Source: an optimization exercise on an open RTL-to-GDS flow (aim: a short achievable clock period and few clock cycles). Production flows keep margins and buffers that such runs may drop.
No functional check of the RTL was part of any run shown here.
Power and IR drop assume default switching activity.

==> flow/config.mk <==
export PLATFORM = sky130hd
export DESIGN_NAME = proc
export DESIGN_NICKNAME = proc
export VERILOG_FILES = /design/flow/design.v
export SDC_FILE = /design/flow/constraint.sdc
export NUM_CORES = 4
export LEC_CHECK = 0
export ABC_CLOCK_PERIOD_IN_PS = 2500
export CAP_MARGIN = 20
export CORE_MARGIN = 2
export CORE_UTILIZATION = 40
export SETUP_SLACK_MARGIN = 5.0
export SLEW_MARGIN = 20
export SYNTH_HIERARCHICAL = 1
export TNS_END_PERCENT = 100
==> flow/constraint.sdc <==
create_clock -name core_clock -period 8.0 [get_ports {clk}]
set_input_delay 1.6000 -clock core_clock [delete_from_list [all_inputs] [get_ports {clk}]]
set_output_delay 1.6000 -clock core_clock [all_outputs]
set_load 0.01 [all_outputs]
==> flow/design.v <==
module dff (q, d, clk, rst);
    output         q;
    input          d;
    input          clk;
    input          rst;
    reg            state;
    assign q = state;
    always @(posedge clk) begin
      state <= rst? 1'b0 : d;
    end
endmodule
module not1 (in1,out);
input in1;
output out;
assign out = ~in1;
endmodule
module nand2 (in1,in2,out);
input in1,in2;
output out;
assign out = ~(in1 & in2);
endmodule
module mux2_1(InA,InB,S,Out);
   input InA,InB,S;
   output Out;
   wire   a1,a2,n1;
   not1 n5(S,n1);
   nand2 n4(InA,n1,a1);
   nand2 n2(InB,S,a2);
   nand2 n3(a1,a2,Out);
endmodule
module register (q, d, clk, rst, we);
   parameter WIDTHreg = 16;
   input [WIDTHreg-1:0] d;
   input               clk, rst, we;
   output [WIDTHreg-1:0] q;
   wire [WIDTHreg-1:0]   enabledIn;
   mux2_1 mux[WIDTHreg-1:0] (.InA (q), .InB(d), .S({WIDTHreg{we}}), .Out(enabledIn));
   dff file[WIDTHreg-1:0] (.q(q), .d(enabledIn), .clk({WIDTHreg{clk}}), .rst({WIDTHreg{rst}}));
endmodule
module rf (
           read1data, read2data, err,
           clk, rst, read1regsel, read2regsel, writeregsel, writedata, write
           );
   parameter WIDTH = 16;
   input clk, rst;
   input [2:0] read1regsel;
   input [2:0] read2regsel;
   input [2:0] writeregsel;
   input [(WIDTH-1):0] writedata;
   input        write;
   output [(WIDTH-1):0] read1data;
   output [(WIDTH-1):0] read2data;
   output        err;
   wire [(WIDTH-1):0] readData0, readData1, readData2, readData3, readData4, readData5, readData6, readData7;
   wire [(WIDTH-1):0] writeData0, writeData1, writeData2, writeData3, writeData4, writeData5, writeData6, writeData7;
   reg [(WIDTH-1):0] outData1, outData2;
   assign read1data = outData1;
   assign read2data = outData2; 
   register my_regs0 (.d(writeData0), .q(readData0), .clk(clk), .rst(rst), .we(1'b1));
   register my_regs1 (.d(writeData1), .q(readData1), .clk(clk), .rst(rst), .we(1'b1));
   register my_regs2 (.d(writeData2), .q(readData2), .clk(clk), .rst(rst), .we(1'b1));
   register my_regs3 (.d(writeData3), .q(readData3), .clk(clk), .rst(rst), .we(1'b1));
   register my_regs4 (.d(writeData4), .q(readData4), .clk(clk), .rst(rst), .we(1'b1));
   register my_regs5 (.d(writeData5), .q(readData5), .clk(clk), .rst(rst), .we(1'b1));
   register my_regs6 (.d(writeData6), .q(readData6), .clk(clk), .rst(rst), .we(1'b1));
   register my_regs7 (.d(writeData7), .q(readData7), .clk(clk), .rst(rst), .we(1'b1));
   assign writeData0 = (write & (writeregsel == 3'b000)) ? writedata : readData0;
   assign writeData1 = (write & (writeregsel == 3'b001)) ? writedata : readData1;
   assign writeData2 = (write & (writeregsel == 3'b010)) ? writedata : readData2;
   assign writeData3 = (write & (writeregsel == 3'b011)) ? writedata : readData3;
   assign writeData4 = (write & (writeregsel == 3'b100)) ? writedata : readData4;
   assign writeData5 = (write & (writeregsel == 3'b101)) ? writedata : readData5;
   assign writeData6 = (write & (writeregsel == 3'b110)) ? writedata : readData6;
   assign writeData7 = (write & (writeregsel == 3'b111)) ? writedata : readData7; 
   always @ (read1regsel, readData0, readData1, readData2, readData3, readData4, readData5,
             readData6, readData7) begin
     case (read1regsel)
       3'b000: outData1 = readData0;
       3'b001: outData1 = readData1; 
       3'b010: outData1 = readData2;  	   
       3'b011: outData1 = readData3; 
       3'b100: outData1 = readData4;  
       3'b101: outData1 = readData5;
       3'b110: outData1 = readData6;
       3'b111: outData1 = readData7;
     endcase  
   end
   always @ (read2regsel, readData0, readData1, readData2, readData3, readData4, readData5,
             readData6, readData7) begin
     case (read2regsel)
       3'b000: outData2 = readData0;
       3'b001: outData2 = readData1; 
       3'b010: outData2 = readData2;  	   
       3'b011: outData2 = readData3; 
       3'b100: outData2 = readData4;  
       3'b101: outData2 = readData5;
       3'b110: outData2 = readData6;
       3'b111: outData2 = readData7;
     endcase  
   end
endmodule
module add1(
            A,
            B,
            CI,
            Sum,
            P,
            G
            );
   input A, B, CI;
   output Sum, G, P;
   assign Sum = A ^ B ^ CI;
   assign G   = A & B;
   assign P   = A | B;
endmodule  
module cla_logic(
                 CI,
                 P,
                 G,
                 C,
                 Ggroup,
                 Pgroup);
   input CI;
   input [3:0] P, G;
   output [4:1] C;
   output       Ggroup, Pgroup;
   assign C[1] = G[0] | P[0] & CI;
   assign C[2] = G[1] | P[1] & C[1];
   assign C[3] = G[2] | P[2] & C[2];
   assign C[4] = G[3] | P[3] & C[3];
   assign Ggroup = G[3] | P[3]&G[2] | P[3]&P[2]&G[1] | P[3]&P[2]&P[1]&G[0];
   assign Pgroup = P[3]&P[2]&P[1]&P[0];
endmodule  
module add4(
            A,                   
            B,                   
            CI,                  
            Sum,                 
            CO,                  
            Pgroup,              
            Ggroup               
            );
   input [3:0] A, B;
   input       CI;
   output [3:0] Sum;
   output       CO, Ggroup, Pgroup;
   wire [3:0]   G, P;
   wire [4:1]   C;
   add1 a0(A[0], B[0],   CI, Sum[0], P[0], G[0]);
   add1 a1(A[1], B[1], C[1], Sum[1], P[1], G[1]);
   add1 a2(A[2], B[2], C[2], Sum[2], P[2], G[2]);
   add1 a3(A[3], B[3], C[3], Sum[3], P[3], G[3]);   
   cla_logic clo (CI, P, G, C, Ggroup, Pgroup);
   assign CO = C[4];
endmodule  
module add16(
            A,                   
            B,                   
            CI,                  
            Sum,                 
            CO,                  
            Ggroup,              
            Pgroup               
            );
   input [15:0] A, B;
   input       CI;
   output [15:0] Sum;
   output       CO, Ggroup, Pgroup;
   wire [3:0]   G, P;
   wire [4:1]   C;
   wire [3:0]   COX;              
   add4 a0 (A[3:0],   B[3:0],     CI, Sum[3:0],   COX[0], P[0], G[0]);
   add4 a1 (A[7:4],   B[7:4],   C[1], Sum[7:4],   COX[1], P[1], G[1]);
   add4 a2 (A[11:8],  B[11:8],  C[2], Sum[11:8],  COX[2], P[2], G[2]);
   add4 a3 (A[15:12], B[15:12], C[3], Sum[15:12], COX[3], P[3], G[3]);   
   cla_logic clo (CI, P, G, C, Ggroup, Pgroup);
   assign CO = C[4];
endmodule  
module mux16_2_1(
                 in1,            
                 in2,            
                 s,              
                 out             
                 );
   input [15:0] in1, in2;
   input        s;
   output [15:0] out;
   assign out = s ? in2 : in1;
endmodule  
module shift1(
              in,                
              op,                
              out
              );
   input [15:0] in;
   input [1:0]  op;
   output reg [15:0] out;
   parameter OP_ROL = 0;             
   parameter OP_SLL = 1;             
   parameter OP_ROR = 2;             
   parameter OP_ASR = 3;             
   always @(*) begin
      case (op)
        OP_ROL: begin
           out[15:1] = in[14:0];
           out[0]    = in[15];
        end
        OP_SLL: begin
           out[15:1] = in[14:0];
           out[0]    = 0;
        end
        OP_ROR: begin
           out[14:0] = in[15:1];
           out[15]   = in[0];
        end
        OP_ASR: begin
           out[14:0] = in[15:1];
           out[15]   = in[15];
        end        
      endcase  
   end
endmodule  
module shift2(
              in,                
              op,                
              out
              );
   input [15:0] in;
   input [1:0]  op;
   output reg [15:0] out;
   parameter OP_ROL = 0;             
   parameter OP_SLL = 1;             
   parameter OP_ROR = 2;             
   parameter OP_ASR = 3;             
   always @(*) begin
      case (op)
        OP_ROL: begin
           out[15:2] = in[13:0];
           out[1:0]  = in[15:14];
        end
        OP_SLL: begin
           out[15:2] = in[13:0];
           out[1:0]  = 0;
        end
        OP_ROR: begin
           out[13:0]  = in[15:2];
           out[15:14] = in[1:0];
        end
        OP_ASR: begin
           out[13:0] = in[15:2];
           out[15]   = in[15];
           out[14]   = in[15];
        end        
      endcase  
   end
endmodule  
module shift4(
              in,                
              op,                
              out
              );
   input [15:0] in;
   input [1:0]  op;
   output reg [15:0] out;
   parameter OP_ROL = 0;             
   parameter OP_SLL = 1;             
   parameter OP_ROR = 2;             
   parameter OP_ASR = 3;             
   always @(*) begin
      case (op)
        OP_ROL: begin
           out[15:4] = in[11:0];
           out[3:0]  = in[15:12];
        end
        OP_SLL: begin
           out[15:4] = in[11:0];
           out[3:0]  = 0;
        end
        OP_ROR: begin
           out[11:0]  = in[15:4];
           out[15:12] = in[3:0];
        end
        OP_ASR: begin
           out[11:0] = in[15:4];
           out[15]   = in[15];
           out[14]   = in[15];
           out[13]   = in[15];
           out[12]   = in[15];
        end        
      endcase  
   end
endmodule  
module shift8(
              in,                
              op,                
              out
              );
   input [15:0] in;
   input [1:0]  op;
   output reg [15:0] out;
   parameter OP_ROL = 0;             
   parameter OP_SLL = 1;             
   parameter OP_ROR = 2;             
   parameter OP_ASR = 3;             
   always @(*) begin
      case (op)
        OP_ROL: begin
           out[15:8] = in[7:0];
           out[7:0]  = in[15:8];
        end
        OP_SLL: begin
           out[15:8] = in[7:0];
           out[7:0]  = 0;
        end
        OP_ROR: begin
           out[7:0]  = in[15:8];
           out[15:8] = in[7:0];
        end
        OP_ASR: begin
           out[7:0] = in[15:8];
           out[15]   = in[15];
           out[14]   = in[15];
           out[13]   = in[15];
           out[12]   = in[15];
           out[11]   = in[15];
           out[10]   = in[15];
           out[9]    = in[15];
           out[8]    = in[15];                                 
        end        
      endcase  
   end
endmodule  
module shift16(
               In,               
               Cnt,              
               Op,               
               Out               
               );
   input [15:0] In;
   input [3:0]  Cnt;
   input [1:0]  Op;
   output [15:0] Out;
   wire [15:0] l3, sl3,          
               l2, sl2,          
               l1, sl1,          
               l0, sl0;          
   shift8 s8 (l3, Op, sl3);
   shift4 s4 (l2, Op, sl2);
   shift2 s2 (l1, Op, sl1);
   shift1 s1 (l0, Op, sl0);
   assign l3 = In;
   mux16_2_1 m3 (l3, sl3, Cnt[3], l2);
   mux16_2_1 m2 (l2, sl2, Cnt[2], l1);
   mux16_2_1 m1 (l1, sl1, Cnt[1], l0);
   mux16_2_1 m0 (l0, sl0, Cnt[0], Out);   
endmodule  
module btr_calc(Rs, Rd);
input[15:0] Rs;
output[15:0] Rd;
assign Rd[15] = Rs[0];
assign Rd[14] = Rs[1];
assign Rd[13] = Rs[2];
assign Rd[12] = Rs[3];
assign Rd[11] = Rs[4];
assign Rd[10] = Rs[5];
assign Rd[9] = Rs[6];
assign Rd[8] = Rs[7];
assign Rd[7] = Rs[8];
assign Rd[6] = Rs[9];
assign Rd[5] = Rs[10];
assign Rd[4] = Rs[11];
assign Rd[3] = Rs[12];
assign Rd[2] = Rs[13];
assign Rd[1] = Rs[14];
assign Rd[0] = Rs[15];
endmodule
module ALU (
            A,                   
            B,                   
            Op,                  
            sign,                
            Out,                 
            OFL,                 
            Zero                 
            );
   input [15:0] A, B;
   input [4:0]  Op;
   input        sign;
   output reg [15:0] Out;
   output            OFL, Zero;
   parameter ADD   = 0;
   parameter SUB   = 1;
   parameter OR    = 2;
   parameter AND   = 3;
   parameter ROL   = 4;
   parameter SLL   = 5;
   parameter ROR   = 6;
   parameter SRA   = 7;
   parameter ST    = 8;
   parameter LD    = 9;
   parameter STU   = 10;
   parameter BTR   = 11;
   parameter SEQ   = 12;
   parameter SLT   = 13;
   parameter SLE   = 14;
   parameter SCO   = 15;
   parameter BEQZ  = 16;
   parameter BNEZ  = 17;
   parameter BLTZ  = 18;
   parameter LBI   = 19;
   parameter SLBI  = 20;
   parameter JINST = 21;
   parameter JAL   = 22;
   parameter JR    = 23;
   parameter JALR  = 24;
   parameter RET   = 25;
   parameter SIIC  = 26;
   parameter RTI   = 27;
   parameter NOP   = 28;
   parameter HALT  = 29;
   wire signed [15:0] opA;
   wire signed [15:0] opB;
   wire [15:0]        shifter_Out;
   reg [1:0]          shifter_op;
   wire [15:0]        add_Sum;
   wire               add_CO, add_P, add_G;
   wire [15:0]        btr_rd;              
   wire               OFL_signed, OFL_unsigned;
   shift16 shifter (opA, opB[3:0], shifter_op, shifter_Out); 
   add16   adder   (.A(opA),
                    .B(opB),
                    .CI(Cin),
                    .Sum(add_Sum), 
                    .CO(add_CO), 
                    .Ggroup(add_G),
                    .Pgroup(add_P));
   btr_calc btr(.Rs(opA), .Rd(btr_rd));
   wire               sub = (Op == SUB);
   assign opA = sub ? B     : A;
   assign opB = sub ? ~A    : B;
   assign Cin = sub ? 1'b1  : 1'b0;
   assign OFL_signed = ( opA[15] &  opB[15] & ~add_Sum[15]) |   
                       (~opA[15] & ~opB[15] &  add_Sum[15]);    
   assign OFL_unsigned = add_CO;
   assign OFL = sign ? OFL_signed : OFL_unsigned;
   assign Zero = (opA == 16'h0000) ? 1'b1 : 1'b0;		 
   always @ (Op, add_Sum, add_CO, shifter_Out, opA, opB, btr_rd) begin
      shifter_op = 2'b00;
      case (Op)
        ADD   : Out = add_Sum;
        SUB   : Out = add_Sum;
        ROR   : begin
	   shifter_op = 2'b10;
	   Out = shifter_Out;
	end	
        SRA   : begin
	   shifter_op = 2'b11;
	   Out = shifter_Out;
	end
	ROL   : begin
	   shifter_op = 2'b00;
	   Out = shifter_Out;
	end
	SLL   : begin
	   shifter_op = 2'b01;
	   Out = shifter_Out;
	end
	OR    : Out = opA | opB;
        AND   : Out = opA & opB;
	LD    : Out = add_Sum;
	ST    : Out = add_Sum; 
	STU   : Out = add_Sum;
	BTR   : Out = btr_rd;
	SEQ   : Out = (opA == opB) ? 16'h0001 : 16'h0000;
	SLT   : Out = opA < opB;
	SLE   : Out = opA <= opB;
	BLTZ  : Out = (opA[15]) ? 16'hFFFF : 16'h0000;	 
	SCO   : Out = add_CO;
	LBI   : Out = opB;
	SLBI  : Out = {opA[7:0], 8'b0} | opB;
	JR    : Out = add_Sum;
	JALR  : Out = add_Sum;
	RET   : Out = opB;		 
	SIIC  : Out = 16'b0; 	 
        RTI   : Out = 16'b0;		 
	NOP   : Out = 16'b0;		 
	HALT  : Out = 16'b0;		 
        default:
          Out = 16'hbada;
      endcase
   end
endmodule  
module alu_op_decode (instr, alu_op);
input [15:0] instr;
output [4:0] alu_op;
parameter ADD   = 0;
parameter SUB   = 1;
parameter OR    = 2;
parameter AND   = 3;
parameter ROL   = 4;
parameter SLL   = 5;
parameter ROR   = 6;
parameter SRA   = 7;
parameter ST    = 8;
parameter LD    = 9;
parameter STU   = 10;
parameter BTR   = 11;
parameter SEQ   = 12;
parameter SLT   = 13;
parameter SLE   = 14;
parameter SCO   = 15;
parameter BEQZ  = 16;
parameter BNEZ  = 17;
parameter BLTZ  = 18;
parameter LBI   = 19;
parameter SLBI  = 20;
parameter JINST = 21;
parameter JAL   = 22;
parameter JR    = 23;
parameter JALR  = 24;
parameter RET   = 25;
parameter SIIC  = 26;
parameter RTI   = 27;
parameter NOP   = 28;
parameter HALT  = 29;
reg [4:0] op;
wire [6:0] instr_op;
assign instr_op = {instr[15:11], instr[1:0]};
assign alu_op = op;
always @ (*) begin
	casex (instr_op)
	7'b1101100 : op = ADD;
	7'b1101101 : op = SUB;
	7'b1101110 : op = OR;
	7'b1101111 : op = AND;
	7'b1101000 : op = ROL;
	7'b1101001 : op = SLL;
	7'b1101010 : op = ROR;
	7'b1101011 : op = SRA;
	7'b00000xx : op = HALT;
	7'b00001xx : op = NOP;
	7'b01000xx : op = ADD;
	7'b01001xx : op = SUB;
	7'b01010xx : op = OR;
	7'b01011xx : op = AND;
	7'b10100xx : op = ROL;
	7'b10101xx : op = SLL;
	7'b10110xx : op = ROR;
	7'b10111xx : op = SRA;
	7'b10000xx : op = ST;
	7'b10001xx : op = LD;
	7'b10011xx : op = STU;
	7'b11001xx : op = BTR;
	7'b11100xx : op = SEQ;
	7'b11101xx : op = SLT;
	7'b11110xx : op = SLE;
	7'b11111xx : op = SCO;
	7'b01100xx : op = BEQZ;
	7'b01101xx : op = BNEZ;
	7'b01111xx : op = BLTZ;
	7'b11000xx : op = LBI;
	7'b10010xx : op = SLBI;
	7'b00100xx : op = JINST;
	7'b00101xx : op = JR;
	7'b00110xx : op = JAL;
	7'b00111xx : op = JALR;
	7'b01110xx : op = RET;
	7'b00010xx : op = SIIC;
	7'b00011xx : op = RTI;
	default	  : op = 5'b11111;
	endcase
end
endmodule
module alu_operand_decode (instr, rsVal, rtVal, opA, opB);
   input [15:0] instr;
   input [15:0] rsVal;
   input [15:0] rtVal;
   output [15:0] opA;
   output [15:0] opB;
   reg [15:0]    opBVal;
   wire [6:0]    op;
   assign opA = rsVal;
   assign opB = opBVal;
   assign op = {instr[15:11], instr[1:0]};
   always @ (*) begin
      casex (op)
	7'b1101100 :  
	  opBVal = rtVal;
	7'b1101101 :  
	  opBVal = rtVal;
	7'b1101110 :  
	  opBVal = rtVal;
	7'b1101111 :  
	  opBVal = rtVal;
	7'b1101000 :  
	  opBVal = rtVal;
	7'b1101001 :  
	  opBVal = rtVal;
	7'b1101010 :  
	  opBVal = rtVal;
	7'b1101011 :  
	  opBVal = rtVal;
	7'b00000xx :  
	  opBVal = 16'b0;	 
	7'b00001xx :  
	  opBVal = 16'b0;	 
	7'b01000xx :  
	  opBVal = {{11{instr[4]}}, instr[4:0]};  
	7'b01001xx :  
	  opBVal = {{11{instr[4]}}, instr[4:0]};  
	7'b01010xx :  
	  opBVal = {11'b0, instr[4:0]};		 
	7'b01011xx :  
	  opBVal = {11'b0, instr[4:0]};		 
	7'b10100xx :  
	  opBVal = {11'b0, instr[4:0]};		 
	7'b10101xx :  
	  opBVal = {11'b0, instr[4:0]};		 
	7'b10110xx :  
	  opBVal = {11'b0, instr[4:0]};		 
	7'b10111xx :  
	  opBVal = {11'b0, instr[4:0]};		 
	7'b10000xx :  
	  opBVal = {{11{instr[4]}}, instr[4:0]};  
	7'b10001xx :  
	  opBVal = {{11{instr[4]}}, instr[4:0]};  
	7'b10011xx :  
	  opBVal = {{11{instr[4]}}, instr[4:0]};  
	7'b11001xx :  
	  opBVal = 16'b1;	 
	7'b11100xx :  
	  opBVal = rtVal;
	7'b11101xx :  
	  opBVal = rtVal;
	7'b11110xx :  
	  opBVal = rtVal;
	7'b11111xx :  
	  opBVal = rtVal;
	7'b01100xx :  
	  opBVal = {{8{instr[7]}}, instr[7:0]};		 
	7'b01101xx :  
	  opBVal = {{8{instr[7]}}, instr[7:0]};		 
	7'b01111xx :  
	  opBVal = {{8{instr[7]}}, instr[7:0]};		 
	7'b11000xx :  
	  opBVal = {{8{instr[7]}}, instr[7:0]};		 
	7'b10010xx :  
	  opBVal = {8'b0, instr[7:0]};					 
	7'b00100xx :  
	  opBVal = {{5{instr[10]}}, instr[10:0]};	 
	7'b00101xx :  
	  opBVal = {{8{instr[7]}}, instr[7:0]};		 
	7'b00110xx :  
	  opBVal = {{5{instr[10]}}, instr [10:0]};  
	7'b00111xx :  
	  opBVal = {{8{instr[7]}}, instr[7:0]};		 
	7'b01110xx :  
	  opBVal = rtVal;
	7'b00010xx :  
	  opBVal = 16'b0;   
	7'b00011xx :  
	  opBVal = 16'b0;   
	default	  : opBVal = 16'b1;	
      endcase
   end
endmodule
module alu_destination_decode (instr, rd, we_reg);
   input [15:0] instr;
   output reg [2:0] rd;
   output reg       we_reg;
   wire [2:0]       rd_imm, rd_reg, rd_ld_imm;
   assign rd_imm = instr[7:5];
   assign rd_reg = instr[4:2];
   assign rd_ld_imm = instr[10:8];
   wire [6:0]       op;
   assign op = {instr[15:11], instr[1:0]};
   always @ (*) begin
      casex (op)
	7'b1101100 : begin  
	   rd = rd_reg;
	   we_reg = 1'b1;
	end
	7'b1101101 : begin  
	   rd = rd_reg;
	   we_reg = 1'b1;
	end
	7'b1101110 : begin  
	   rd = rd_reg;
	   we_reg = 1'b1;
	end
	7'b1101111 : begin 
	   rd = rd_reg;
	   we_reg = 1'b1;
	end
	7'b1101000 : begin  
	   rd = rd_reg;
	   we_reg = 1'b1;
	end
	7'b1101001 : begin  
	   rd = rd_reg;
	   we_reg = 1'b1;
        end
	7'b1101010 : begin  
	   rd = rd_reg;
	   we_reg = 1'b1;
	end
	7'b1101011 : begin 
	   rd = rd_reg;
	   we_reg = 1'b1;
        end
	7'b11100xx : begin  
	   rd = rd_reg;
	   we_reg = 1'b1;
        end
	7'b11101xx : begin 
	   rd = rd_reg;
	   we_reg = 1'b1;
        end
	7'b11110xx : begin 
	   rd = rd_reg;
           we_reg = 1'b1;
	end
	7'b11111xx : begin  
	   rd = rd_reg;
	   we_reg = 1'b1;
        end
	7'b11001xx : begin  
	   rd = rd_reg;
           we_reg = 1'b1;
	end
	7'b01000xx : begin  
	   rd = rd_imm;
	   we_reg = 1'b1;
        end
	7'b01001xx : begin 
	   rd = rd_imm;
           we_reg = 1'b1;
        end
	7'b01010xx : begin 
	   rd = rd_imm;
	   we_reg = 1'b1;
        end
	7'b01011xx : begin  
	   rd = rd_imm;
           we_reg = 1'b1;
        end
	7'b10100xx : begin  
	   rd = rd_imm;
           we_reg = 1'b1;
        end
	7'b10101xx : begin  
	   rd = rd_imm;
           we_reg = 1'b1;
        end
	7'b10110xx : begin  
	   rd = rd_imm;
           we_reg = 1'b1;
	end
	7'b10111xx : begin  
	   rd = rd_imm;
 	   we_reg = 1'b1;
        end
	7'b10001xx : begin  
	   rd = rd_imm;
	   we_reg = 1'b1;
        end
	7'b11000xx : begin  
	   rd = rd_ld_imm;
	   we_reg = 1'b1;
	end
	7'b10010xx : begin 
	   rd = rd_ld_imm;
	   we_reg = 1'b1;
	end
	7'b00110xx : begin  
	   rd = 3'd7;
	   we_reg = 1'b1;
	end
	7'b00111xx : begin  
	   rd = 3'd7;
	   we_reg = 1'b1;
	end
  	7'b10011xx : begin  
	   rd = rd_ld_imm;
	   we_reg = 1'b1;
	end
	7'b10000xx : begin  
           rd = 3'd0;
           we_reg = 1'b0;
        end
	7'b01100xx : begin  
           rd = 3'd0;
	   we_reg = 1'b0;
        end
	7'b01101xx : begin  
           rd = 3'd0;
	   we_reg = 1'b0;
        end
	7'b01111xx : begin  
           rd = 3'd0;
	   we_reg = 1'b0;
        end
	7'b00100xx : begin  
           rd = 3'd0;
	   we_reg = 1'b0;
        end
	7'b00101xx : begin  
           rd = 3'd0;
	   we_reg = 1'b0;
        end
	7'b01110xx : begin  
           rd = 3'd0;
	   we_reg = 1'b0;
        end
	7'b00010xx : begin  
           rd = 3'd0;
	   we_reg = 1'b0;
        end
	7'b00011xx : begin  
           rd = 3'd0;
	   we_reg = 1'b0;
        end
	7'b00000xx : begin  
           rd = 3'd0;
	   we_reg = 1'b0;
        end
	7'b00001xx : begin  
           rd = 3'd0;
	   we_reg = 1'b0;
        end
	default	  : begin
           rd = 3'd0;
           we_reg = 1'b0;
        end
      endcase
   end
endmodule
module branch_logic (op, zero, top_alu, bt);
   input [4:0] op;
   input       zero;
   input       top_alu;
   output reg  bt;
   parameter BEQZ = 5'b01100;
   parameter BNEZ = 5'b01101;
   parameter BLTZ = 5'b01111;
   parameter JUMP = 5'b00100;
   parameter JR   = 5'b00101;
   parameter JAL  = 5'b00110;
   parameter JALR = 5'b00111;
   parameter RET  = 5'b01110;
   always@(*) begin
      case (op)
	BEQZ : bt = (zero == 1'b1) ? 1'b1 : 1'b0;
	BNEZ : bt = (zero == 1'b1) ? 1'b0 : 1'b1;
	BLTZ : bt = (zero == 1'b0 && top_alu == 1'b1) ? 1'b1 : 1'b0;
        JUMP : bt = 1;
        JR   : bt = 1;
        JAL  : bt = 1;
        JALR : bt = 1;
        RET  : bt = 1;
        default : bt = 0;
      endcase
   end
endmodule
module brj_addr_calc (instr, next_pc, dest_addr);
   input [15:0] instr;
   input [15:0] next_pc;
   output [15:0] dest_addr;
   wire [4:0]    op;
   wire          co, G, P;
   reg [15:0]    sextVal;
   assign op = instr[15:11];
   add16 add (.A(sextVal), .B(next_pc), .CI(1'b0), .Sum(dest_addr), .CO(co), .Ggroup(G), .Pgroup (P));
   always @ (*) begin
      case (op)
	5'b01100 : begin   
	   sextVal = {{8{instr[7]}}, instr[7:0]};		
	end
	5'b01101 : begin   
	   sextVal = {{8{instr[7]}}, instr[7:0]}; 
	end
	5'b01111 : begin	 
	   sextVal = {{8{instr[7]}}, instr[7:0]};
	end
	5'b00100 : begin	 
	   sextVal = {{5{instr[10]}}, instr[10:0]};
	end
	5'b00110 : begin   
	   sextVal = {{5{instr[10]}}, instr[10:0]};
	end
	default :  begin
	   sextVal = 16'b0;
	end			
      endcase
   end
endmodule
module next_pc_addr (instr, pc_inc, alu_out, brj_dest, bt, stall, next_pc, pc);
   input [15:0] instr;
   input [15:0] pc_inc;
   input [15:0] pc;
   input [15:0] alu_out;
   input [15:0] brj_dest;
   input        bt;
   input        stall;
   output [15:0] next_pc;
   wire [4:0]        op;
   reg [15:0] br_pc;
   assign op = instr[15:11];
   assign next_pc = (stall & ~bt) ? pc : br_pc; 
   always @ (*) begin
         case (op)
	   5'b01100 : begin	 
	      br_pc = (bt == 1'b1) ? brj_dest : pc_inc;
	   end
	   5'b01101 : begin   
	      br_pc = (bt == 1'b1) ? brj_dest : pc_inc;
	   end
	   5'b01111 : begin   
	      br_pc = (bt == 1'b1) ? brj_dest : pc_inc;
	   end
	   5'b00100 : begin   
	      br_pc = brj_dest;	
	   end
	   5'b00101 : begin   
	      br_pc = alu_out;
	   end
	   5'b00110 : begin   
	      br_pc = brj_dest;
	   end
	   5'b00111 : begin   
	      br_pc = alu_out;
	   end
	   5'b01110 : begin   
	      br_pc = alu_out;
	   end
	   5'b00011 : begin   
	      br_pc = alu_out;
	   end
	   default : begin
	      br_pc = pc_inc;
	   end
         endcase  
   end
endmodule
module mem_decode_logic (instr, e_mem, wr_mem, halt);
   input [15:0] instr;
   output reg   halt;		 
   output reg   e_mem;
   output reg   wr_mem;
   wire [6:0]   op;
   assign op = {instr[15:11], instr[1:0]};
   always @ (*) begin
      casex (op)
	7'b10001xx : begin  
	   wr_mem = 1'b0;
	   e_mem = 1'b1;
	   halt = 1'b0;
        end
	7'b10011xx : begin 
	   wr_mem = 1'b1;
	   e_mem = 1'b1;
	   halt = 1'b0;
	end
	7'b10000xx : begin  
	   wr_mem = 1'b1;
           e_mem = 1'b1;
	   halt = 1'b0;
	end 
	7'b00000xx : begin  
	   wr_mem = 1'b0;
	   e_mem = 1'b0;
	   halt = 1'b1;
        end      
	default	  : begin
	   e_mem = 1'b0;
	   wr_mem = 1'b0;
	   halt = 1'b0;
        end
      endcase
   end
endmodule
module dest_data_decode (instr, next_pc, alu_out, mem_out, rdata);
   input [15:0] instr;
   input [15:0] next_pc;
   input [15:0] alu_out;
   input [15:0] mem_out;
   output reg [15:0] rdata;
   wire [6:0]        op; 
   assign op = {instr[15:11], instr[1:0]};
   always @ (*) begin
      casex (op)
	7'b1101100 :  
	  rdata = alu_out;
	7'b1101101 :  
	  rdata = alu_out;
	7'b1101110 :  
	  rdata = alu_out;
	7'b1101111 :  
	  rdata = alu_out;
	7'b1101000 :  
	  rdata = alu_out;
	7'b1101001 :  
	  rdata = alu_out;
	7'b1101010 :  
	  rdata = alu_out;
	7'b1101011 :  
	  rdata = alu_out;
	7'b11100xx :  
	  rdata = alu_out;
	7'b11101xx :  
	  rdata = alu_out;
	7'b11110xx :  
	  rdata = alu_out;
	7'b11111xx :  
	  rdata = alu_out;
	7'b11001xx :  
	  rdata = alu_out;
	7'b01000xx :  
	  rdata = alu_out;
	7'b01001xx :  
	  rdata = alu_out;
	7'b01010xx :  
	  rdata = alu_out;
	7'b01011xx :  
	  rdata = alu_out;
	7'b10100xx :  
	  rdata = alu_out;
	7'b10101xx :  
	  rdata = alu_out;
	7'b10110xx :  
	  rdata = alu_out;
	7'b10111xx :  
	  rdata = alu_out;
	7'b10001xx :  
	  rdata = mem_out;
	7'b11000xx :  
	  rdata = alu_out;
	7'b10010xx :  
	  rdata = alu_out;
	7'b00110xx :  
	  rdata = next_pc;
	7'b00111xx :  
	  rdata = next_pc;
	7'b10011xx :  
	  rdata = alu_out;   
	default	  : rdata = 16'b0;
      endcase
   end
endmodule
module proc(
	    clk,
	    rst,
	    imem_rdata,
	    dmem_rdata,
	    imem_addr,
	    dmem_addr,
	    dmem_wdata,
	    dmem_en,
	    dmem_wr,
	    halt
	    );
   input clk;
   input rst;
   input [15:0] imem_rdata;
   input [15:0] dmem_rdata;
   output [15:0] imem_addr;
   output [15:0] dmem_addr;
   output [15:0] dmem_wdata;
   output        dmem_en;
   output        dmem_wr;
   output        halt;
   localparam OP_HALT = 5'b00000, OP_J = 5'b00100, OP_JR = 5'b00101, OP_JAL = 5'b00110,
              OP_JALR = 5'b00111, OP_ADDI = 5'b01000, OP_SUBI = 5'b01001, OP_ORI = 5'b01010,
              OP_ANDI = 5'b01011, OP_BEQZ = 5'b01100, OP_BNEZ = 5'b01101, OP_RET = 5'b01110,
              OP_BLTZ = 5'b01111, OP_ST = 5'b10000, OP_LD = 5'b10001, OP_SLBI = 5'b10010,
              OP_STU = 5'b10011, OP_LBI = 5'b11000, OP_BTR = 5'b11001, OP_SHR = 5'b11010,
              OP_ALR = 5'b11011, OP_SEQ = 5'b11100, OP_SLT = 5'b11101, OP_SLE = 5'b11110,
              OP_SCO = 5'b11111;
   reg [15:0] pc;
   reg [15:0] ras;            
   reg        ras_v;
   reg        d_v;
   reg [2:0]  d_rs, d_rt, d_dst;
   reg [7:0]  d_i8;
   reg [15:0] d_imm, d_pc2, d_tgt;
   reg        d_pt;           
   reg        d_wr, d_rrr, d_agu, d_ret, d_jr, d_ld, d_st, d_stu, d_lbi, d_slbi, d_call, d_halt;
   reg        d_beqz, d_bnez, d_bltz;
   reg        d_sum, d_sub, d_or, d_and, d_shl, d_shr, d_rot, d_btr, d_seq, d_slt, d_sle, d_sco;
   reg        x_wr, x_ld, x_en, x_we, x_halt, x_beqz, x_bnez, x_bltz, x_pt, x_ev;
   reg [2:0]  x_dst;
   reg [15:0] x_A, x_B, x_S, x_addr, x_early, x_ebyp, x_pc2, x_tgt;
   reg        x_sub;
   reg        x_s_sum, x_s_or, x_s_and, x_s_shl, x_s_shr, x_s_btr, x_s_seq, x_s_slt, x_s_sle,
              x_s_sco, x_s_slbi, x_s_early, x_rot;
   reg [15:0] rf [0:7];
   reg [15:0] d_rfa, d_rft;   
   reg        d_rfa_z;        
   reg        x_zk, x_zv, x_nk, x_nv;  
   reg        fa_x, ft_x, fa_w, f7_x;  
   reg        w_wr;           
   reg [2:0]  w_dst;
   reg [15:0] w_res;
   wire        stall, x_redir, d_redir;
   wire        d_go = d_v & ~stall & ~x_redir;
   wire        d_bres, d_bmis, d_jrr;
   wire [15:0] d_btgt;
   wire [15:0] x_rtgt, agu, x_res;
   wire [15:0] fi = imem_rdata;
   wire [4:0]  fop = fi[15:11];
   wire [15:0] pc2 = pc + 16'd2;
   wire [15:0] f_tt;          
   wire [8:0]  lo8;
   wire [11:0] lo11;
   wire [7:0]  h8m1, h8p1, h8p2;
   wire [4:0]  h5m1, h5p1, h5p2;
   wisc_addlo8  a8  (.a(pc2[7:0]),  .b(fi[7:0]),  .s(lo8));
   wisc_addlo11 a11 (.a(pc2[10:0]), .b(fi[10:0]), .s(lo11));
   wisc_hv8 hv8 (.a(pc[15:8]),  .m1(h8m1), .p1(h8p1), .p2(h8p2));
   wisc_hv5 hv5 (.a(pc[15:11]), .m1(h5m1), .p1(h5p1), .p2(h5p2));
   wisc_tsel tsel (.fi(fi), .lo8(lo8), .lo11(lo11), .c8(&pc[7:1]), .c11(&pc[10:1]),
                   .h8(pc[15:8]), .h8m1(h8m1), .h8p1(h8p1), .h8p2(h8p2),
                   .h5(pc[15:11]), .h5m1(h5m1), .h5p1(h5p1), .h5p2(h5p2), .tgt(f_tt));
   wire        f_isj    = (fop == OP_J) | (fop == OP_JAL);
   wire        f_isbr   = (fop == OP_BEQZ) | (fop == OP_BNEZ) | (fop == OP_BLTZ);
   wire        f_isret  = (fop == OP_RET);
   wire        f_iscall = (fop == OP_JAL) | (fop == OP_JALR);
   wire        f_brt    = f_isbr & (fi[7] | (fop == OP_BNEZ));
   wire        f_take   = f_isj | f_brt;
   wire [15:0] f_seq    = (f_isret & ras_v) ? ras : pc2;
   wire        s_x = x_redir;
   wire        s_d = d_v & ~stall & ~x_redir & d_jrr;
   wire        s_b = d_v & ~stall & ~x_redir & d_bmis;
   wire        s_h = stall & ~x_redir;
   wire        s_n = ~x_redir & ~d_redir & ~stall;
   wire [15:0] pc_rest = ({16{s_x}} & x_rtgt) | ({16{s_b}} & d_btgt) | ({16{s_h}} & pc) | ({16{s_d & d_ret}} & r7) |
                         ({16{s_n & ~f_take}} & f_seq);
   wire [15:0] pc_next;
   wisc_ao3 pcmux (.s1(s_n & f_take & ~rst), .a(f_tt), .s2(s_d & ~d_ret & ~rst), .b(sum_b),
                   .s3(~(s_n & f_take) & ~(s_d & ~d_ret) & ~rst), .c(pc_rest),
                   .y(pc_next));
   always @(posedge clk) begin
      pc <= pc_next;
   end
   always @(posedge clk) begin
      if (rst)
        ras_v <= 1'b0;
      else if (f_iscall) begin
         ras_v <= 1'b1;
         ras <= pc2;
      end
   end
   assign imem_addr = pc;
   wire f_alr  = (fop == OP_ALR);
   wire f_rfmt = (fop == OP_BTR) | (fop == OP_SHR) | f_alr | (fop[4:2] == 3'b111);
   wire f_ifmt = (fop[4:2] == 3'b010) | (fop[4:2] == 3'b101) | (fop == OP_LD);
   wire f_sfmt = (fop == OP_LBI) | (fop == OP_SLBI) | (fop == OP_STU);
   wire [2:0] f_dst = f_iscall ? 3'd7 : f_sfmt ? fi[10:8] : f_ifmt ? fi[7:5] : fi[4:2];
   wire f_shi  = (fop[4:2] == 3'b101);
   wire f_shr_r = (fop == OP_SHR);
   wire [1:0] f_shop = f_shr_r ? fi[1:0] : fop[1:0];
   reg  [15:0] f_imm;
   always @(*) begin
      case (fop)
        OP_ADDI, OP_SUBI, OP_ST, OP_LD, OP_STU: f_imm = {{11{fi[4]}}, fi[4:0]};
        OP_LBI, OP_JR, OP_JALR:                 f_imm = {{8{fi[7]}}, fi[7:0]};
        OP_SLBI:                                f_imm = {8'd0, fi[7:0]};
        default:                                f_imm = {11'd0, fi[4:0]};
      endcase
   end
   wire [2:0] n_rs = stall ? d_rs : fi[10:8];
   wire [2:0] n_rt = stall ? d_rt : fi[7:5];
   wire       n_xw = d_go & d_wr;
   wire [15:0] n_rfa, n_rft;
   wisc_mux16 wamux (.s(x_wr & (x_dst == n_rs)), .a(x_res), .b(rf[n_rs]), .y(n_rfa));
   wisc_mux16 wtmux (.s(x_wr & (x_dst == n_rt)), .a(x_res), .b(rf[n_rt]), .y(n_rft));
   always @(posedge clk) begin
      d_rfa <= n_rfa;
      d_rfa_z <= (rf[n_rs] == 16'd0);
      d_rft <= n_rft;
      fa_x <= n_xw & (d_dst == n_rs);
      ft_x <= n_xw & (d_dst == n_rt);
      f7_x <= n_xw & (d_dst == 3'd7);
      fa_w <= x_wr & (x_dst == n_rs);
   end
   always @(posedge clk) begin
      if (rst | x_redir | d_redir)
        d_v <= 1'b0;
      else if (!stall)
        d_v <= 1'b1;
      if (!stall) begin
         d_rs   <= fi[10:8];
         d_rt   <= fi[7:5];
         d_i8   <= fi[7:0];
         d_dst  <= f_dst;
         d_imm  <= f_imm;
         d_pc2  <= pc2;
         d_tgt  <= f_isret ? ras : f_tt;
         d_pt   <= f_isret ? ras_v : f_brt;
         d_wr   <= f_rfmt | f_ifmt | f_sfmt | f_iscall;
         d_rrr  <= f_shr_r | f_alr | (fop[4:2] == 3'b111);
         d_agu  <= (fop == OP_LD) | (fop == OP_ST) | (fop == OP_STU) | (fop == OP_JR) | (fop == OP_JALR);
         d_ret  <= f_isret;
         d_jr   <= (fop == OP_JR) | (fop == OP_JALR);
         d_ld   <= (fop == OP_LD);
         d_st   <= (fop == OP_ST) | (fop == OP_STU);
         d_stu  <= (fop == OP_STU);
         d_lbi  <= (fop == OP_LBI);
         d_slbi <= (fop == OP_SLBI);
         d_call <= f_iscall;
         d_halt <= (fop == OP_HALT);
         d_beqz <= (fop == OP_BEQZ);
         d_bnez <= (fop == OP_BNEZ);
         d_bltz <= (fop == OP_BLTZ);
         d_sub  <= (fop == OP_SUBI) | (f_alr & (fi[1:0] == 2'b01));
         d_sum  <= (fop == OP_ADDI) | (fop == OP_SUBI) | (f_alr & ~fi[1]);
         d_or   <= (fop == OP_ORI) | (f_alr & (fi[1:0] == 2'b10));
         d_and  <= (fop == OP_ANDI) | (f_alr & (fi[1:0] == 2'b11));
         d_shl  <= (f_shi | f_shr_r) & ~f_shop[1];
         d_shr  <= (f_shi | f_shr_r) & f_shop[1];
         d_rot  <= ~f_shop[0];
         d_btr  <= (fop == OP_BTR);
         d_seq  <= (fop == OP_SEQ);
         d_slt  <= (fop == OP_SLT);
         d_sle  <= (fop == OP_SLE);
         d_sco  <= (fop == OP_SCO);
      end
   end
   wire        a_fx = fa_x;
   wire        t_fx = ft_x;
   wire [15:0] a_rf = d_rfa;
   wire [15:0] t_rf = d_rft;
   wire [15:0] a_val, t_val, b_val;
   wisc_mux16 amux (.s(a_fx), .a(x_res), .b(a_rf), .y(a_val));
   wisc_mux16 tmux (.s(t_fx), .a(x_res), .b(t_rf), .y(t_val));
   wire        b_fx = d_rrr & t_fx;
   wire [15:0] b_oth = d_rrr ? t_rf : d_imm;
   wisc_mux16 bmux (.s(b_fx), .a(x_res), .b(b_oth), .y(b_val));
   wire [15:0] base = a_fx ? x_ebyp : a_rf;
   wire        base_ok = ~a_fx | x_ev;
   wire [15:0] sum_b;
   wire [8:0]  ab_lo;
   wire [7:0]  ab_hp, ab_hm;
   wisc_addlo8  ab8 (.a(base[7:0]), .b(d_imm[7:0]), .s(ab_lo));
   wisc_incdec8 abi (.a(base[15:8]), .p(ab_hp), .m(ab_hm));
   wisc_hsel8   abs (.c(ab_lo[8]), .sg(d_imm[15]), .h(base[15:8]), .hp(ab_hp), .hm(ab_hm), .y(sum_b[15:8]));
   assign sum_b[7:0] = ab_lo[7:0];
   wire        r7_fx = f7_x;
   wire [15:0] r7 = r7_fx ? x_ebyp : rf[7];
   wire        r7_ok = ~r7_fx | x_ev;
   assign agu = d_ret ? r7 : sum_b;
   assign stall = d_v & ((d_agu & ~base_ok) | (d_ret & ~r7_ok));
   wire ret_hit = d_pt & (r7 == d_tgt);
   wire [15:0] t_e  = t_fx ? x_ebyp : t_rf;
   wire        t_ok = ~t_fx | x_ev;
   wire [15:0] ez_b = d_rrr ? t_e : d_imm;
   wire [15:0] ez_a = base ^ {16{d_sub}};
   wire [15:0] ez_p = ez_b ^ ez_a;
   wire [15:0] ez_o = ez_b | ez_a;
   wire        ez_add = (ez_p == {ez_o[14:0], d_sub});
   wire        ez_eq  = (base == t_e);
   wire        ez_ult = (base[14:0] < t_e[14:0]);
   wire        ez_lt  = (base[15] & ~t_e[15]) | (~(base[15] ^ t_e[15]) & ez_ult);
   wire        ez_cmp = (d_seq & ez_eq) | (d_slt & ez_lt) | (d_sle & (ez_lt | ez_eq));
   wire        d_cmp  = d_seq | d_slt | d_sle;
   always @(posedge clk) begin
      if (rst | ~d_go) begin
         x_wr <= 1'b0; x_ld <= 1'b0; x_en <= 1'b0; x_we <= 1'b0; x_halt <= 1'b0;
         x_beqz <= 1'b0; x_bnez <= 1'b0; x_bltz <= 1'b0;
      end else begin
         x_wr <= d_wr; x_ld <= d_ld; x_en <= d_ld | d_st; x_we <= d_st; x_halt <= d_halt;
         x_beqz <= d_beqz & ~d_bres; x_bnez <= d_bnez & ~d_bres; x_bltz <= d_bltz & ~d_bres;
      end
      x_dst <= d_dst;
      x_A <= a_val;
      x_B <= b_val;
      x_S <= t_val;
      x_addr <= sum_b;
      x_early <= d_stu ? sum_b : d_call ? d_pc2 : d_imm;
      x_ebyp <= d_stu ? sum_b : d_call ? d_pc2 : d_lbi ? d_imm : {base[7:0], d_i8};
      x_ev <= d_stu | d_call | d_lbi | (d_slbi & base_ok);
      x_zk <= d_call | d_lbi | ((d_slbi | (d_cmp & t_ok) | (d_sum & (~d_rrr | t_ok))) & base_ok);
      x_zv <= d_call ? (d_pc2 == 16'd0) : d_lbi ? (d_imm == 16'd0) : d_slbi ? ({base[7:0], d_i8} == 16'd0) :
              d_sum ? ez_add : ~ez_cmp;
      x_nk <= d_call | d_lbi | (d_slbi & base_ok) | d_cmp;
      x_nv <= d_call ? d_pc2[15] : d_lbi ? d_imm[15] : d_slbi & base[7];
      x_pc2 <= d_pc2;
      x_tgt <= d_tgt;
      x_pt <= d_pt;
      x_sub <= d_sub;
      x_s_sum <= d_sum; x_s_or <= d_or; x_s_and <= d_and;
      x_s_shl <= d_shl; x_s_shr <= d_shr; x_rot <= d_rot;
      x_s_btr <= d_btr; x_s_seq <= d_seq; x_s_slt <= d_slt; x_s_sle <= d_sle;
      x_s_sco <= d_sco; x_s_slbi <= d_slbi; x_s_early <= d_stu | d_call | d_lbi;
   end
   wire [15:0] ax = x_A ^ {16{x_sub}};
   wire [8:0]  xs_lo, xs_h0, xs_h1;
   wisc_addc8 xal (.a(x_B[7:0]),  .b(ax[7:0]),  .ci(x_sub), .s(xs_lo));
   wisc_addc8 xh0 (.a(x_B[15:8]), .b(ax[15:8]), .ci(1'b0),  .s(xs_h0));
   wisc_addc8 xh1 (.a(x_B[15:8]), .b(ax[15:8]), .ci(1'b1),  .s(xs_h1));
   wire [8:0]  xs_hi;
   wisc_mux9  xhs (.s(xs_lo[8]), .a(xs_h1), .b(xs_h0), .y(xs_hi));
   wire [15:0] sum = {xs_hi[7:0], xs_lo[7:0]};
   wire        c16 = xs_hi[8];
   wire        ult = (x_A[14:0] < x_B[14:0]);
   wire        eq  = (x_A == x_B);
   wire        slt = (x_A[15] & ~x_B[15]) | (~(x_A[15] ^ x_B[15]) & ult);
   wire [3:0]  n = x_B[3:0];
   wire [15:0] l0 = n[0] ? {x_A[14:0], x_rot ? x_A[15]    : 1'b0}  : x_A;
   wire [15:0] l1 = n[1] ? {l0[13:0],  x_rot ? l0[15:14]  : 2'b0}  : l0;
   wire [15:0] l2 = n[2] ? {l1[11:0],  x_rot ? l1[15:12]  : 4'b0}  : l1;
   wire [15:0] l3 = n[3] ? {l2[7:0],   x_rot ? l2[15:8]   : 8'b0}  : l2;
   wire        sg = x_A[15];
   wire [15:0] r0 = n[0] ? {x_rot ? x_A[0]   : sg,       x_A[15:1]} : x_A;
   wire [15:0] r1 = n[1] ? {x_rot ? r0[1:0]  : {2{sg}},  r0[15:2]}  : r0;
   wire [15:0] r2 = n[2] ? {x_rot ? r1[3:0]  : {4{sg}},  r1[15:4]}  : r1;
   wire [15:0] r3 = n[3] ? {x_rot ? r2[7:0]  : {8{sg}},  r2[15:8]}  : r2;
   wire [15:0] btr;
   genvar gi;
   generate for (gi = 0; gi < 16; gi = gi + 1) begin : g_btr
      assign btr[gi] = x_A[15-gi];
   end endgenerate
   wire [15:0] x_oth = ({16{x_s_or}} & (x_A | x_B)) | ({16{x_s_and}} & (x_A & x_B)) |
                  ({16{x_s_shl}} & l3) | ({16{x_s_shr}} & r3) | ({16{x_s_btr}} & btr) |
                  ({16{x_s_slbi}} & {x_A[7:0], x_B[7:0]}) |
                  ({16{x_s_early}} & x_early) | ({16{x_ld}} & dmem_rdata) |
                  {15'd0, (x_s_seq & eq) | (x_s_slt & slt) | (x_s_sle & (slt | eq))};
   wisc_fin xfin (.s(x_s_sum), .a(sum), .sc(x_s_sco), .c(c16), .o(x_oth), .y(x_res));
   wire a_zero = (x_A == 16'd0);
   wire taken  = (x_beqz & a_zero) | (x_bnez & ~a_zero) | (x_bltz & x_A[15]);
   assign x_redir = (x_beqz | x_bnez | x_bltz) & (taken ^ x_pt);
   assign x_rtgt = taken ? x_tgt : x_pc2;
   always @(posedge clk) begin
      if (x_wr)
        rf[x_dst] <= x_res;
   end
   always @(posedge clk) begin
      if (rst)
        w_wr <= 1'b0;
      else
        w_wr <= x_wr;
      w_dst <= x_dst;
      w_res <= x_res;
   end
   wire        d_zero = a_fx ? x_zv : fa_w ? (w_res == 16'd0) : d_rfa_z;
   wire        d_neg  = a_fx ? x_nv : d_rfa[15];
   wire        d_rok  = ~a_fx | (d_bltz ? x_nk : x_zk);
   wire        d_isbr = d_beqz | d_bnez | d_bltz;
   wire        d_tk   = (d_beqz & d_zero) | (d_bnez & ~d_zero) | (d_bltz & d_neg);
   assign d_bres = d_isbr & d_rok;
   assign d_bmis = d_bres & (d_tk ^ d_pt);
   assign d_btgt = d_tk ? d_tgt : d_pc2;
   assign d_jrr  = d_jr | (d_ret & ~ret_hit);
   assign d_redir = d_v & ~stall & ~x_redir & (d_jrr | d_bmis);
   assign dmem_addr = x_addr;
   assign dmem_wdata = x_S;
   assign dmem_en = x_en;
   assign dmem_wr = x_we;
   assign halt = x_halt;
endmodule
module wisc_mux16 (s, a, b, y);
   input        s;
   input [15:0] a, b;
   output [15:0] y;
   assign y = s ? a : b;
endmodule
module wisc_addlo8 (a, b, s);
   input [7:0] a, b;
   output [8:0] s;
   assign s = {1'b0, a} + {1'b0, b};
endmodule
module wisc_addlo11 (a, b, s);
   input [10:0] a, b;
   output [11:0] s;
   assign s = {1'b0, a} + {1'b0, b};
endmodule
module wisc_incdec8 (a, p, m);
   input [7:0] a;
   output [7:0] p, m;
   assign p = a + 1'b1;
   assign m = a - 1'b1;
endmodule
module wisc_hv8 (a, m1, p1, p2);
   input [7:0] a;
   output [7:0] m1, p1, p2;
   assign m1 = a - 8'd1;
   assign p1 = a + 8'd1;
   assign p2 = a + 8'd2;
endmodule
module wisc_hv5 (a, m1, p1, p2);
   input [4:0] a;
   output [4:0] m1, p1, p2;
   assign m1 = a - 5'd1;
   assign p1 = a + 5'd1;
   assign p2 = a + 5'd2;
endmodule
module wisc_tsel (fi, lo8, lo11, c8, c11, h8, h8m1, h8p1, h8p2, h5, h5m1, h5p1, h5p2, tgt);
   input [15:0] fi;
   input [8:0]  lo8;
   input [11:0] lo11;
   input        c8, c11;
   input [7:0]  h8, h8m1, h8p1, h8p2;
   input [4:0]  h5, h5m1, h5p1, h5p2;
   output [15:0] tgt;
   wire        isj = (fi[15:13] == 3'b001) & ~fi[11];
   reg [7:0]   t8h;
   reg [4:0]   t11h;
   always @(*) begin
      case ({c8, lo8[8], fi[7]})
        3'b001:                 t8h = h8m1;
        3'b000, 3'b011, 3'b101: t8h = h8;
        3'b010, 3'b100, 3'b111: t8h = h8p1;
        default:                t8h = h8p2;
      endcase
      case ({c11, lo11[11], fi[10]})
        3'b001:                 t11h = h5m1;
        3'b000, 3'b011, 3'b101: t11h = h5;
        3'b010, 3'b100, 3'b111: t11h = h5p1;
        default:                t11h = h5p2;
      endcase
   end
   assign tgt = isj ? {t11h, lo11[10:0]} : {t8h, lo8[7:0]};
endmodule
module wisc_ao3 (s1, a, s2, b, s3, c, y);
   input        s1, s2, s3;
   input [15:0] a, b, c;
   output [15:0] y;
   assign y = ({16{s1}} & a) | ({16{s2}} & b) | ({16{s3}} & c);
endmodule
module wisc_hsel8 (c, sg, h, hp, hm, y);
   input       c, sg;
   input [7:0] h, hp, hm;
   output [7:0] y;
   assign y = (c & ~sg) ? hp : (~c & sg) ? hm : h;
endmodule
module wisc_addc8 (a, b, ci, s);
   input [7:0] a, b;
   input       ci;
   output [8:0] s;
   assign s = {1'b0, a} + {1'b0, b} + {8'd0, ci};
endmodule
module wisc_mux9 (s, a, b, y);
   input       s;
   input [8:0] a, b;
   output [8:0] y;
   assign y = s ? a : b;
endmodule
module wisc_fin (s, a, sc, c, o, y);
   input        s, sc, c;
   input [15:0] a, o;
   output [15:0] y;
   assign y = ({16{s}} & a) | {15'd0, sc & c} | o;
endmodule
==> flow/run.sh <==
#!/bin/bash
# synth_recipe.tcl (not shown) runs the flow's synth.tcl, then flattens the netlist and writes it again
# the make line also repeats each setting of config.mk as NAME=value (left out here)
make -C /OpenROAD-flow-scripts/flow DESIGN_CONFIG=/design/flow/config.mk WORK_HOME=/design/flow/orfs CLKGATE_MAP_FILE= SYNTH_SCRIPT=/design/flow/synth_recipe.tcl finish
==> results.txt, run 1 <==
outcome=no timing/DRC/antenna violations; met2 Track Usage GR=0.4603; pin count of the biggest net entering global routing=76; worst r2r dst=pc[15]; R2R cell count=15; first-pass GRT wire length=160.2 mm; met1 usage=0.3824; final WL=roughly 110 mm; HPWL after DPL=70.08 mm; CTS sink cnt=450; Syn Area/Cell=approximately 10 µm²; Yosys warnings=8; largest cells by area after synthesis=edfxtp_1 (23%), dfxtp_1 (16%), ha_1 (6.1%); Seq cells post-synth=450; final setup fails=0; crit-path cells=buf_2 > clkinvlp_4 > a21oi_4 > nor2_8 > inv_12 > mux2_2 > o211a_1 > or4_1 > nor4b_2; number of distinct library cells after synthesis=102; Stages on worst setup path=9; dominant synthesized flop cell=dfxtp_1; Final GP Congestion=a little over 0.9; leakage=0.01451 µW; Slew Limit Headroom=0.2851; EDFF count, synth=219; Peak Freq=291.7 MHz; number of vias per cell=6.174; Slowest-stage cell, CP=or4_1; endpoints failing hold=0; synthesized cell area=0.02860 mm²; detailed-route DRC error count=0; worst hold path class=flop to flop; Root Buffer=clkbuf_16; clock skew=between 0.02 and 0.03 ns; TNS Setup=0 ns; number of buffers added on ports=84; Ports=85; Initial Utilization=0.4021; clk latency of the worst-skew pair=0.61 ns; CTS tree=done; detailed-route via count=about 25000; core area=0.07112 mm²; P&R area growth vs syn=26.03%; Yosys top cell by area=edfxtp_1; DR iter-0 viols=~2800; setup repair after global routing missed its margin=true; Max FO, Critical Path=8; crit path from=imem_rdata[10]; worst reg2reg path startpoint=pc[4]; commonest cells after routing, fill and taps aside=nand2_1 (338), edfxtp_1 (219), dfxtp_1 (197); vias in the first global route=24309; Power Density=223.1 mW/mm²; Hold WS=approximately 0.34 ns; Tcrit/Tclk final=0.4286; Max stage delay on crit path=0.56 ns; Reg area=0.01129 mm²; crit end category=flop; CTS buffer count=50; Post-CTS Hold Fix Bufs=0; Placement Rows=98; Post-Syn Instances=2859; CP Class=primary input to flop; Final Net Count=3249; Avg WL per Cell=roughly 28 µm; most common cell after layout, fill and taps aside=nand2_1; post-route minimum period=3.429 ns; Fillers=6330; layout cells sized above 1=0.2780; share of the synthesized area in the top cell type=0.2300; Worst setup endpoint=d_rfa_z; async set-reset flop share out of synthesis=0; busiest grt layer=met2; area taken by multi-input logic gates=0.01791 mm²; DRT antenna net count=0; Die Ht=271.4 µm; Critical Path AT=approximately 3.9 ns; r2r setup slk=4.71 ns; maxcap violations=0; post-synthesis sequential area ratio=0.3917; Slew @ Worst Pin=1.072 ns; first drt pass iteration count=8; grt total ovfl=0; initial antenna violation count=3; crit-path leading delay family=simple AND/OR/NAND/NOR gates; clock-pin slew of the registers on the worst-case setup and hold paths=0.07 ns; Buf+Inv Stages, Crit Path=3; syn_nets=between 3000 and 4000; worst path required time=approximately 8.5 ns; grt met3 use=0.04732; Die X=271.4 µm; H-tree depth=2; GRT Util Overall=0.2879; maximum vdd drop=147.3 µV; Final Max Tran Viols=0; clk buf depth=3; CP startpoint kind=primary input; die area=approximately 0.074 mm²
==> Yosys stat by module, one instance, submodules excluded <==
| module | cell area [µm²] | flip-flops and latches |
|---|---|---|
| proc | 22710 | 450 |
| wisc_tsel | 868.3 | 0 |
| wisc_mux16 | 249.0 | 0 |
| wisc_hv5 | 215.2 | 0 |
| wisc_mux9 | 146.4 | 0 |
| wisc_hv8 | 381.6 | 0 |
| wisc_fin | 151.4 | 0 |
| wisc_hsel8 | 276.5 | 0 |
| wisc_incdec8 | 261.5 | 0 |
| wisc_ao3 | 247.7 | 0 |
| wisc_addc8 | 312.8 | 0 |
| wisc_addlo11 | 529.3 | 0 |
| wisc_addlo8 | 315.3 | 0 |
==> synthesized netlist by cell type, drive strengths merged (5+ instances only) <==
cell type / count
nand2: 346
dfxtp: 231
edfxtp: 219
mux2: 183
mux2i: 176
o21ai: 145
ha: 140
nor2: 133
a21oi: 116
nand3: 114
clkbuf: 111
xnor2: 108
inv: 96
buf: 81
xor2: 54
nand2b: 46
a21o: 44
o211ai: 43
a211oi: 37
a22oi: 35
a221oi: 30
nor4: 30
nor3: 27
o22ai: 27
nor2b: 25
o211a: 22
nand4: 20
a31oi: 19
a222oi: 16
mux4: 16
a311oi: 15
and2: 13
and3: 12
o21bai: 12
a221o: 11
a32oi: 10
fa: 9
or4: 9
a32o: 8
nor3b: 7
nor4b: 6
a211o: 5
==> where the power goes <==
group	internal (µW)	switching, µW	total (µW)
sequential	2700	263	2960
combinational	1220	1460	2680
clock	1390	1010	2400
total	5310	2730	8040
==> state kept, by name (all words and copies together) (netlist names), 4 cells and up <==
name / flops
rf: 128
d_pc2: 16
d_rfa: 16
d_rft: 16
d_tgt: 16
pc: 16
ras: 16
w_res: 16
x_A: 16
x_B: 16
x_S: 16
x_addr: 16
x_ebyp: 16
x_pc2: 16
x_tgt: 16
x_early: 11
d_i8: 8
d_imm: 4
==> per-stage QoR <==
stage / instance area, µm² / utilization / power (µW) / instances / setup slack, ns
floorplan: 28930 / - / 4294 / 2859 / 4.369
finish: 36040 / 0.5068 / 8041 / 4059 / 4.571
detailed placement: 30260 / 0.4255 / 5020 / 3755 / 2.591
global route: 36040 / 0.5068 / 8300 / 4059 / 4.546
CTS: 34660 / 0.4874 / 7752 / 3989 / 4.668
global placement: 30260 / 0.4255 / 4975 / 3755 / 2.739
==> how the worst min path moves through the flow <==
stage	start	endpoint	slack (ns)	depth (start not counted)
6_report	d_btr	x_s_btr	0.34	0
3_5_place_dp	d_shl	x_s_shl	0.33	0
3_3_place_gp	d_and	x_s_and	0.33	0
2_1_floorplan	d_rot	x_rot	0.32	0
4_1_cts	d_btr	x_s_btr	0.34	0
5_1_grt	d_or	x_s_or	0.35	0
==> layout make-up <==
| type | instances | area share |
|---|---|---|
| Multi-Input combinational cell | 2128 | 0.4969 |
| Sequential cell | 450 | 0.3132 |
| Timing Repair Buffer | 334 | 0.09700 |
| Clock buffer | 72 | 0.04124 |
| Tap cell | 950 | 0.03298 |
| Inverter | 98 | 0.01163 |
| Clock inverter | 22 | 0.006110 |
| Timing Repair inverter | 4 | 0.0008679 |
| Antenna cell | 1 | 0.00006943 |
==> per-layer routing <==
| layer | vias up | share of wire |
|---|---|---|
| met4 | 2 | 0.051 |
| met1 | 12349 | 0.40 |
| met5 | - | 0.000098 |
| li1 | 10944 | - |
| met3 | 312 | 0.091 |
| met2 | 1455 | 0.45 |
==> repair_timing <==
item | 4_1_cts | 5_1_grt
gates resized for setup | 432 | 161
buffers inserted | 118 | 62
pin swaps | 62 | 57
gates cloned | 22 | 7
endpoints found under the setup margin | 433 | 184
==> worst register-to-register path: stages (launching register included) <==
cell and delay, ns:
dfxtp_2 0.41, and3_1 0.21, nand2_2 0.13, nor2_4 0.12, nand2_1 0.09, xnor2_2 0.26
ha_4 0.26, inv_1 0.16, o21bai_1 0.12, a211oi_2 0.26, o21bai_4 0.17, xor2_4 0.23
o22ai_2 0.20, o22ai_2 0.12, a222oi_1 0.35, inv_1 0.08
==> kinds of logic (layout without fill, tap and decap cells) <==
logic type,after synthesis,after routing,synth area share
AOI/OAI and AO/OA,622,630,0.1511
xor gates and xnor gates,162,162,0.04961
adders and majority gates,149,149,0.06755
buffers and inverters,290,530,0.04962
DFF,450,450,0.3917
muxes,375,375,0.1546
other,2,3,0.0002626
and+or+nand+nor,809,810,0.1356
==> inputs of run 2 (changes only) <==
--- a/flow/design.v
+++ b/flow/design.v
@@ -1099,4 +1099,5 @@
    reg        x_zk, x_zv, x_nk, x_nv;  
    reg        fa_x, ft_x, fa_w, f7_x;  
+   reg        fb_x;           
    reg        w_wr;           
    reg [2:0]  w_dst;
@@ -1152,4 +1153,6 @@
    end
    assign imem_addr = pc;
+   wire f_base = (fop == OP_LD) | (fop == OP_ST) | (fop == OP_STU) | (fop == OP_JR) | (fop == OP_JALR) |
+                 (fop == OP_SLBI) | (fop == OP_ADDI) | (fop == OP_SUBI) | (fop == OP_ALR) | (fop[4:2] == 3'b111);
    wire f_alr  = (fop == OP_ALR);
    wire f_rfmt = (fop == OP_BTR) | (fop == OP_SHR) | f_alr | (fop[4:2] == 3'b111);
@@ -1180,4 +1183,5 @@
       d_rft <= n_rft;
       fa_x <= n_xw & (d_dst == n_rs);
+      fb_x <= n_xw & (d_dst == n_rs) & f_base;
       ft_x <= n_xw & (d_dst == n_rt);
       f7_x <= n_xw & (d_dst == 3'd7);
@@ -1237,5 +1241,5 @@
    wire [15:0] b_oth = d_rrr ? t_rf : d_imm;
    wisc_mux16 bmux (.s(b_fx), .a(x_res), .b(b_oth), .y(b_val));
-   wire [15:0] base = a_fx ? x_ebyp : a_rf;
+   wire [15:0] base = fb_x ? x_ebyp : a_rf;
    wire        base_ok = ~a_fx | x_ev;
    wire [15:0] sum_b;
==> run 2 against run 1 <==
Still clean. Global-route usage is 1.3 points lower. Routed wire length shrank 5.7%. Total power shrank 3.7%. Critical endpoint is now d_tgt[13]. Largest cell class unchanged. Largest power group unchanged.
==> results.txt, run 2 <==
post-synthesis sequential area ratio=0.3917 (about the same); worst r2r dst=d_tgt[13]; async set-reset flop share out of synthesis=0 (unchanged); post-route minimum period=3.330 ns (-0.09866 ns); initial antenna violation count=2 (-1); final WL=106.0 mm (-5.7%); CP startpoint kind=primary input; first drt pass iteration count=8 (unchanged); Seq cells post-synth=451 (+0.22%); TNS Setup=0 ns (unchanged); Clk pwr share=0.291 (-0.007); Slew @ Worst Pin=1.064 ns (-0.008227 ns); vias in the first global route=23696 (-2.5%); DRT antenna net count=0 (unchanged); detailed-route DRC error count=0 (unchanged); final setup margin=4.670 ns (+0.09866 ns); worst hold path class=flop to flop; syn_nets=3044 (+0.066%); number of distinct library cells after synthesis=99 (-2.9%); crit end category=flop; Placement Setup Slack=2.991 ns (+0.4008 ns); Slew Limit Headroom=0.2906 (+0.005485); Avg WL per Cell=26.51 µm (-4.3%); final setup fails=0 (unchanged); Synth Area in Adders=0.06744 (-0.0001151); Slowest-stage cell, CP=a211oi_4; Final GP Congestion=0.9439 (+3.8%); maxcap violations=0 (unchanged); outcome=no timing/DRC/antenna violations; P_int=5100 µW (-4.0%); top cells by count, synth=nand2_1 (359), dfxtp_1 (232), edfxtp_1 (219), mux2i_1 (156), mux2_2 (148); detailed-route via count=24144 (-3.7%); Root Buffer=clkbuf_16; clock skew=0.02084 ns (-0.008169 ns); H-tree depth=2 (unchanged); Initial Utilization=0.4021 (about the same); R2R cell count=12 (-3); CTS buffer count=49 (-2.0%); worst reg2reg path startpoint=pc[3]; P&R area growth vs syn=22.62%; Die Ht=271.6 µm (about the same); Yosys warnings=8 (unchanged); Final Net Count=3191 (-1.8%); Placement Rows=98 (unchanged); largest cells by area after synthesis=edfxtp_1 (23%), dfxtp_1 (16%), ha_1 (6.1%); endpoints failing hold=0 (unchanged); die area=0.07377 mm² (+0.17%); EDFF count, synth=219 (unchanged); most frequent cell after synthesis=nand2_1; share of the synthesized area in the top cell type=0.2296 (-0.0003917); crit path from=imem_rdata[1]; Ports=85 (unchanged); core area=0.07124 mm² (+0.17%); Final Power=7744 µW (-3.7%); Sw Ratio=0.3415 (+0.002146); CP Class=primary input to flop; clock-pin slew of the registers on the worst-case setup and hold paths=0.06 ns (about the same); HPWL after DPL=70.41 mm (+0.48%); layout cells sized above 1=0.2752 (-0.002820); commonest cells after routing, fill and taps aside=nand2_1 (354), edfxtp_1 (219), dfxtp_1 (194); synthesized cell area=0.02865 mm² (+0.17%); dominant synthesized flop cell=dfxtp_1; pin count of the biggest net entering global routing=67 (-12%); Fillers=6331 (+0.016%); diode count=0 (-1); Peak Freq=300.3 MHz (+3.0%); post-route insts no fill=3999 (-1.5%); Tcrit/Tclk final=0.4162 (-0.01233); Die X=271.6 µm (about the same); placed cells=3752 (-0.080%); Sequential Power Share=0.385 (+0.017)
run 2: power by group through the flow:
stage	Combinational [µW]	Sequential, µW	Clock (µW)
after global placement	1950	3020	0
after detailed placement	1990	3020	0
after global routing	2670	2990	2360
final	2510	2980	2250
after floorplan	1420	2880	0
after CTS	2310	2970	2270
run 2: worst min path at each step:
stage                      from      end  slack, ns  cells after the start
after floorplan           d_rot    x_rot       0.32                      0
after global placement    d_shr  x_s_shr       0.34                      0
after detailed placement  d_btr  x_s_btr       0.33                      0
after CTS                 d_btr  x_s_btr       0.34                      0
after global routing      d_btr  x_s_btr       0.36                      0
final                     d_btr  x_s_btr       0.34                      0
run 2: cells by family after synthesis:
logic type               Yosys count
adder cells (fa/ha/maj)          149
flip-flops                       451
other                              2
buffers and inverters            293
AO/OA/AOI/OAI                    570
AND/OR/NAND/NOR                  848
XOR/XNOR                         162
multiplexers                     386
run 2: modules after synthesis (local to each module, per instance):
module,times used,flip-flops and latches,cells
proc,1,451,2196
wisc_addc8,3,0,38
wisc_addlo11,1,0,68
wisc_addlo8,2,0,39
wisc_ao3,1,0,35
wisc_fin,1,0,18
wisc_hsel8,1,0,27
wisc_hv5,1,0,26
wisc_hv8,1,0,48
wisc_incdec8,1,0,34
wisc_mux16,5,0,18
wisc_mux9,1,0,10
wisc_tsel,1,0,117
run 2: cell type report:
type                       instances  area (µm²)  share of cell area
timing repair buffer             275        2815             0.08015
sequential                       451       11330              0.3226
clock inverter                    30       236.5            0.006732
multi-input combinational       2125       17780              0.5062
tap                              950        1189             0.03384
clock buffer                      62        1348             0.03836
inverter                         105       417.9             0.01190
timing repair inverter             1       7.507           0.0002137
run 2: what timing repair did:
item                       4_1_cts  5_1_grt
buffers inserted                97       40
hold buffers                     0        0
cloned                          15        3
pin swaps                       66       41
setup endpoints to repair      419      208
gates resized for setup        435      118
run 2: routing by layer:
metal  global-route usage  routed length, µm
met1               0.3650              43770
met3              0.03830               8187
met2               0.4504              49130
met5                    0                  0
met4               0.1145               4945
run 2: through the flow:
| step | utilization | area, µm² | hold WS [ns] |
|---|---|---|---|
| floorplan | - | 29050 | 0.3233 |
| global placement | 0.4256 | 30320 | 0.3352 |
| detailed placement | 0.4258 | 30330 | 0.3296 |
| CTS | 0.4818 | 34320 | 0.3426 |
| global route | 0.4931 | 35130 | 0.3606 |
| finish | 0.4931 | 35130 | 0.3413 |
run 2: critical path: cells and delay by family:
family,cells,cell delay (ns)
fa+ha+maj,1,0.23
compound gates,6,1.15
xor+xnor,1,0.25
buf+inv,1,0.15
mux,1,0.28

Setup slack of run 2, layout unchanged: 4.670 ns with ideal ports, 4.685 ns with driving cells assumed (clock clkbuf_16, inputs buf_2), 4.031 ns with port delays also shifted by the 0.653 ns mid clock arrival.
